Source: an optimization exercise on an open RTL-to-GDS flow (aim: a short achievable clock period and few clock cycles). Production flows keep margins and buffers that such runs may drop.
Function not checked in this run: the RTL went through the layout flow alone.
Power and IR drop assume default switching activity.

==> design.v <==
module riscvsingle(clk, reset,
                   PC,
                   Instr,
                   MemWrite,
                   ALUResult, WriteData,
                   ReadData);
input clk, reset;
output [63:0] PC;
input  [31:0] Instr;
output MemWrite;
output [63:0] ALUResult, WriteData;
input  [63:0] ReadData;
  wire       ALUSrc, RegWrite, Jump, Zero;
  wire [1:0] ResultSrc, ImmSrc;
  wire [2:0] ALUControl;
  controller c(Instr[6:0], Instr[14:12], Instr[30], Zero,
               ResultSrc, MemWrite, PCSrc,
               ALUSrc, RegWrite, Jump,
               ImmSrc, ALUControl);
  datapath dp(clk, reset, ResultSrc, PCSrc,
              ALUSrc, RegWrite,
              ImmSrc, ALUControl,
              Zero, PC, Instr,
              ALUResult, WriteData, ReadData);
endmodule
module controller(op,
                  funct3,
                  funct7b5,
                  Zero,
                  ResultSrc,
                  MemWrite,
                  PCSrc, ALUSrc,
                  RegWrite, Jump,
                  ImmSrc,
                  ALUControl);
  input  [6:0] op;
  input  [2:0] funct3;
  input  funct7b5;
  input  Zero;
  output [1:0] ResultSrc;
  output MemWrite;
  output PCSrc, ALUSrc;
  output RegWrite, Jump;
  output [1:0] ImmSrc;
  output [2:0] ALUControl;
  wire [1:0] ALUOp;
  wire       Branch;
  maindec md(op, ResultSrc, MemWrite, Branch,
             ALUSrc, RegWrite, Jump, ImmSrc, ALUOp);
  aludec  ad(op[5], funct3, funct7b5, ALUOp, ALUControl);
  assign PCSrc = Branch & Zero | Jump;
endmodule
module maindec(op,
               ResultSrc,
               MemWrite,
               Branch, ALUSrc,
               RegWrite, Jump,
               ImmSrc,
               ALUOp);
  input [6:0] op;
  output [1:0] ResultSrc;
  output MemWrite;
  output Branch, ALUSrc;
  output RegWrite, Jump;
  output [1:0] ImmSrc;
  output [1:0] ALUOp;
  reg [10:0] controls;
  assign {RegWrite, ImmSrc, ALUSrc, MemWrite,
          ResultSrc, Branch, ALUOp, Jump} = controls;
always @(*) begin
    case (op)
        7'b000_0011: controls = 14'b1_00_1_0_01_0_00_0;  
        7'b010_0011: controls = 14'b0_01_1_1_00_0_00_0;  
        7'b011_0011: controls = 14'b1_00_0_0_00_0_10_0;  
        7'b110_0011: controls = 14'b0_10_0_0_00_1_01_0;  
        7'b001_0011: controls = 14'b1_00_1_0_00_0_10_0;  
        7'b110_1111: controls = 14'b1_11_0_0_10_0_00_1;  
            default: controls = 14'b0_00_0_0_00_0_00_0;  
    endcase
end
endmodule
module aludec(opb5,
              funct3,
              funct7b5, 
              ALUOp,
              ALUControl);
  input  opb5;
  input  [2:0] funct3;
  input  funct7b5; 
  input  [1:0] ALUOp;
  output reg [2:0] ALUControl;
  wire  RtypeSub;
  assign RtypeSub = funct7b5 & opb5;   
  always@(*)
    case(ALUOp)
      2'b00:                ALUControl = 3'b000;  
      2'b01:                ALUControl = 3'b001;  
      default: case(funct3)  
                 3'b000:  if (RtypeSub) 
                            ALUControl = 3'b001;  
                          else          
                            ALUControl = 3'b000;  
                 3'b010:    ALUControl = 3'b101;  
                 3'b110:    ALUControl = 3'b011;  
                 3'b111:    ALUControl = 3'b010;  
                 default:   ALUControl = 3'bxxx;  
               endcase
    endcase
endmodule
module datapath(clk, reset,
                ResultSrc, 
                PCSrc, ALUSrc,
                RegWrite,
                ImmSrc,
                ALUControl,
                Zero,
                PC,
                Instr,
                ALUResult, WriteData,
                ReadData);
  input  clk, reset;
  input  [1:0] ResultSrc; 
  input  PCSrc, ALUSrc;
  input  RegWrite;
  input  [1:0] ImmSrc;
  input  [2:0]  ALUControl;
  output Zero;
  output [63:0]  PC;
  input  [31:0] Instr;
  output [63:0] ALUResult, WriteData;
  input  [63:0] ReadData;
  wire [63:0] PCNext, PCPlus4;
  wire [63:0] ImmExt;
  wire [63:0] SrcA, SrcB;
  wire [63:0] Result;
  flopr pcreg(clk, reset, PCNext, PC);	
  NextPCLogic pcNEXT(PCNext, PCPlus4, PC, ImmExt, PCSrc);
  regfile regFile(clk, RegWrite, Instr[19:15], Instr[24:20], Instr[11:7], Result, SrcA, WriteData);
  extend ext(Instr[31:7], ImmSrc, ImmExt[63:0]);
  mux2  srcbmux(WriteData, ImmExt, ALUSrc, SrcB);
  alu aluUnit(SrcA, SrcB, ALUControl, ALUResult, Zero);
  mux3  resultmux(ALUResult, ReadData, PCPlus4, ResultSrc, Result);
endmodule
module flopr  (clk, reset, d, q);
  input  clk, reset;
  input  [63:0] d; 
  output reg [63:0] q;
  always @(posedge clk, posedge reset)
    if (reset) q <= 0;
    else       q <= d;
endmodule
module mux2  (d0, d1, s, y);
	input  [63:0] d0, d1; 
        input  s; 
        output [63:0] y;
  assign y = s ? d1 : d0; 
endmodule
module mux3 (d0, d1, d2, s, y);
  input  [63:0] d0, d1, d2;
  input  [1:0] s;
  output [63:0] y;
  assign y = s[1] ? d2 : (s[0] ? d1 : d0); 
endmodule
module alu(a, b, alucontrol, result, zero);
	input signed [63:0] a, b;
	input  [2:0]  alucontrol;
	output reg [63:0] result;
	output zero;
	always @(*) begin
		case (alucontrol)
	      		3'b000:  result = a+b;          
	      		3'b001:  result = a-b;          
	      		3'b010:  result = a & b;        
	      		3'b011:  result = a | b;        
	      		3'b100:  result = a ^ b;        
	      		3'b101:  result = {63'd0,(a < b)};  
	      		3'b110:  result = a << b[4:0];  
	      		3'b111:  result = a >> b[4:0];  
	      		default: result = 32'bx;
		endcase
	end
		assign zero = (result==0)? 1 : 0;
endmodule
module extend(instr,
	        immsrc,
              immext);
  input [31:7] instr;
  input [1:0]  immsrc;
  output reg [63:0] immext;
  always @(*)
    case(immsrc)
      2'b00:   immext = {{52{instr[31]}}, instr[31:20]};  
      2'b01:   immext = {{52{instr[31]}}, instr[31:25], instr[11:7]};
      2'b10:   immext = {{52{instr[31]}}, instr[7], instr[30:25], instr[11:8], 1'b0};
      2'b11:   immext = {{44{instr[31]}}, instr[19:12], instr[20], instr[30:21], 1'b0};
      default: immext = 64'bx;  
    endcase             
endmodule
module regfile (clk, we3, r1, r2, r3, dw3, rd1, rd2);
    output [63:0] rd1;
    output [63:0] rd2;
    input [63:0] dw3;
    input [4:0] r1;
    input [4:0] r2;
    input [4:0] r3;
    input we3;
    input clk;
    reg [63:0] registers [31:1];
  always @(posedge clk)
    if (we3) registers[r3] <= dw3;	
  assign rd1 = (r1 != 0) ? registers[r1] : 0;
  assign rd2 = (r2 != 0) ? registers[r2] : 0;
endmodule
module NextPCLogic(PCNext, PCPlus4, PC, ImmExt, PCSrc);
       input [63:0] PC, ImmExt;
       input PCSrc;
       output [63:0] PCNext, PCPlus4;
	assign PCPlus4=PC+4;
        assign PCNext=(PCSrc==1)?PC+ ImmExt:PCPlus4;
endmodule
==> run.sh <==
#!/bin/bash
# synth_recipe.tcl (not shown) runs the flow's synth.tcl, then flattens the netlist and writes it again
# the make line also repeats each setting of config.mk as NAME=value (left out here)
make -C /OpenROAD-flow-scripts/flow DESIGN_CONFIG=/design/flow/config.mk WORK_HOME=/design/flow/orfs CLKGATE_MAP_FILE= SYNTH_SCRIPT=/design/flow/synth_recipe.tcl finish
==> config.mk <==
export PLATFORM = sky130hd
export DESIGN_NAME = riscvsingle
export DESIGN_NICKNAME = riscvsingle
export VERILOG_FILES = /design/flow/design.v
export SDC_FILE = /design/flow/constraint.sdc
export NUM_CORES = 4
export LEC_CHECK = 0
export CAP_MARGIN = 20
export CORE_MARGIN = 2
export CORE_UTILIZATION = 40
export SLEW_MARGIN = 20
==> constraint.sdc <==
create_clock -name core_clock -period 13.0 [get_ports {clk}]
set_input_delay 2.6000 -clock core_clock [delete_from_list [all_inputs] [get_ports {clk}]]
set_output_delay 2.6000 -clock core_clock [all_outputs]
set_load 0.01 [all_outputs]
==> reports/metrics.yaml <==
run_status:
  status: "complete, no violations"
grt:
  track_usage: 0.2928
  overflow: 0
  antenna_found_initial: 27
  grt_pass1_vias: 78150
  grt_pass1_wl_um: 597100
  grt_max_degree: 112
clock_tree:
  cts.path.max_buffers: 4
  cts_htree_levels: 4
  path_clk_slew_ns: 0.07
  cts_tree: "done"
  holdBufCountCts: 0
  cts-root-buf: "clkbuf_16"
  clock_latency_ns: 0.92
  numCtsBuffers: 215
  cts_resized: 0
  post_cts_buffers: 0
  cts.sinks: 2048
setup_path:
  critPathCaptureType: "output pin"
  cp-start-kind: "input port"
  crit_required_ns: 10.40
  critical_path_arrival_ns: 10.06
  worst-setup-path-type: "in -> out"
  crit_start: "Instr[20]"
  path_max_fanout: 26
  r2r-start: "dp.regFile.registers[31][0]$_DFFE_PP_"
flow_run:
  cap_violations: 0
placed_design:
  dpl.cell_count: 11840
  place_ws_ns: 0.5838
  gp_congestion: 0.9755
  placed_area_um2: 122500
  dp_hpwl_um: 270600
  io_buffers: 290
sta:
  setup_slack_ns: 0.3362
  rsz0062_at_grt: "false"
  maxSlewHeadroom: 0.1822
  final.setup.tns_ns: 0
  clock.fmax_ghz: 0.07897
  finalCriticalPeriod_ns: 12.66
  setup_viol: 0
  fin_skew_ns: 0.09178
  tightest_slew_ns: 1.227
  fin_crit_sh: 0.9741
  slew_violations: 0
  holdWs_ns: 0.6287
  hold_viol_final: 0
routing:
  initialDrtViolationCount: 11850
  routedWlPerCell_um: 35.09
  firstDrtPassIters: 6
  vias: 80750
  drc: 0
  routed_wirelength_um: 429200
  viasPerCell: 6.602
  ant_nets: 0
floorplanning:
  die_w_um: 534.9
  die_area_um2: 286100
  rows: 194
  die_height_um: 534.9
  core_area_um2: 279900
  io_pins: 291
  initial_core_util: 0.4029
synthesis:
  netlist_area_um2: 112800
  synth_edf_count: 1984
  netlist.area_leader.share: 0.5284
  synth_fp_nets: 8378
  synth_compound_area_frac: 0.1046
  ys.warnings.count: 7
  synth.area.top_cells: "edfxtp_1 53%, mux4_2 17%, mux2i_1 4.4%"
  async_reset_ff_frac: 0.03125
  syn_inst: 8020
  synthFlopType: "edfxtp_1"
  synth.distinct_cells: 99
  yosys.area.top_type: "edfxtp_1"
  synthMuxAreaShare: 0.2233
  synth_xor_area_frac: 0.01095
  synth-adder-area-share: 0.02905
  syn_avg_cell_area_um2: 14.06
  yosys_register_bits: 2048
  synthSimpleGateAreaFrac: 0.06074
  synth_seq_area_share: 0.5426
  synth_top_family_by_area: "multiplexers"
layout:
  seqCellArea_um2: 61180
  fillerInstances: 24350
  drive_above_1_share: 0.2115
  areaGrowthSynthToFinish_pct: 14.88
  multi_input_area_um2: 49120
  final_common_cell: "edfxtp_1"
  finalInstanceArea_um2: 129500
  utilization: 0.4628
  final_nets: 8693
  layout_common_cells: "1984 x edfxtp_1, 859 x mux4_2, 580 x a21oi_1"
  fin_cells: 12230
pwr:
  p_leak_nw: 44.06
  power_mw: 19.90
  cellPowerDensity_nw_per_um2: 153.6
  ir_drop_mv: 0.1097
min_path:
  worstHoldPathType: "reg -> reg"
  hp-start: "dp.pcreg.q[0]$_DFFE_PP0P_"
worst max-delay path, cell delays in order:
cell	delay (ns)
buf_8	0.34
buf_12	0.30
buf_4	0.37
mux2_2	0.38
a21oi_1	0.13
o21ai_0	0.12
o22ai_1	0.18
nor3b_1	0.09
o21ai_0	0.87
o21a_1	0.26
ha_1	0.36
a221o_1	0.34
a21oi_1	0.47
nor3_1	0.14
buf_4	0.18
a2111oi_1	1.02
buf_4	0.28
o2111ai_1	0.15
and4_1	0.25
o21ai_0	0.40
nand2_1	0.20
clkdlybuf4s50_1	0.53
layer usage:
| layer | routed length (um) | vias up | GRT usage |
|---|---|---|---|
| li1 | - | 32880 | - |
| met1 | 169700 | 41900 | 0.4114 |
| met2 | 194200 | 5124 | 0.4537 |
| met3 | 48240 | 835 | 0.05676 |
| met4 | 16990 | 12 | 0.1037 |
| met5 | 74 | - | 0 |
synthesized netlist by cell type (all sizes together) (13+ instances only):
cell type / count
a31oi: 25
a211oi: 123
buf: 158
a221oi: 25
nor3: 73
nor2: 538
a211o: 13
xnor2: 71
edfxtp: 1984
o22ai: 136
o21a: 95
o221ai: 131
o31a: 14
ha: 257
dfrtp: 64
nand2: 312
and2: 28
nor4: 47
a21o: 75
or3: 17
mux4: 859
nor2b: 37
nand4: 50
mux2: 73
xor2: 70
nor3b: 65
nand2b: 91
o21ai: 353
nand3: 76
mux2i: 500
and3: 36
clkbuf: 408
a21oi: 639
inv: 285
o211ai: 39
o31ai: 31
o21bai: 29
sequential cells by signal (all words and copies together) (netlist names):
signal and count:
dp.regFile.registers 1984, dp.pcreg.q 64
power by group:
part	switching, mW	total [mW]	internal [mW]
Sequential	0.130	8.22	8.09
Combinational	3.62	5.40	1.78
Clock	2.70	6.28	3.59
path summary, 6_finish.rpt:
path,to,slack (ns),cells past startpoint
min in group asynchronous,dp.pcreg.q[54]$_DFF_PP0_,1.92,2
worst max-delay path,ALUResult[49],0.34,22
worst max register to register,dp.pcreg.q[36]$_DFF_PP0_,4.31,23
worst min-delay path,dp.pcreg.q[0]$_DFFE_PP0P_,0.63,1
worst min register to register,dp.pcreg.q[0]$_DFFE_PP0P_,0.63,1
max in group asynchronous,dp.pcreg.q[28]$_DFF_PP0_,9.91,3
layout make-up:
type                       count  share of cell area
sequential                  2048              0.4723
clock buffer                 255             0.04351
tap                         3724             0.03597
multi-input combinational   5120              0.3792
inverter                     286            0.008307
timing repair buffer         664             0.05023
clock inverter               131             0.01041
antenna                        3          0.00005795
cell families (layout without fill, tap and decap cells):
family	Yosys count	in the layout
fa+ha+maj	260	260
mux	1432	1432
other cells	0	3
compound gates	1856	1856
xor+xnor	141	141
buf+inv	852	1336
flops	2048	2048
simple gates	1431	1431

==> separate check: timing with driven ports <==
No port has a modelled driver above. Below, the same layout with a new extraction and two added sets of constraints. Step 1 assumes that a clkbuf_16 drives the clock port and a buf_2 every other input. Step 2 also shifts input and output timing later by t, the mid clock arrival at the registers, as if the neighbouring blocks saw the same clock. Three values: ideal, step 1, step 2; two values: the first two.
t, ns: 0.977
setup slack, ns: 0.336 / 0.285 / 0.285
worst setup path after step 2: input to output
slew at the worst register clock pin (ns): 0.08 / 0.08
pins driven straight from the clock port: 1
After both steps this run still meets setup and hold. The setup slack of this run moves by -0.051 ns with the drivers and by -0.051 ns with both steps.
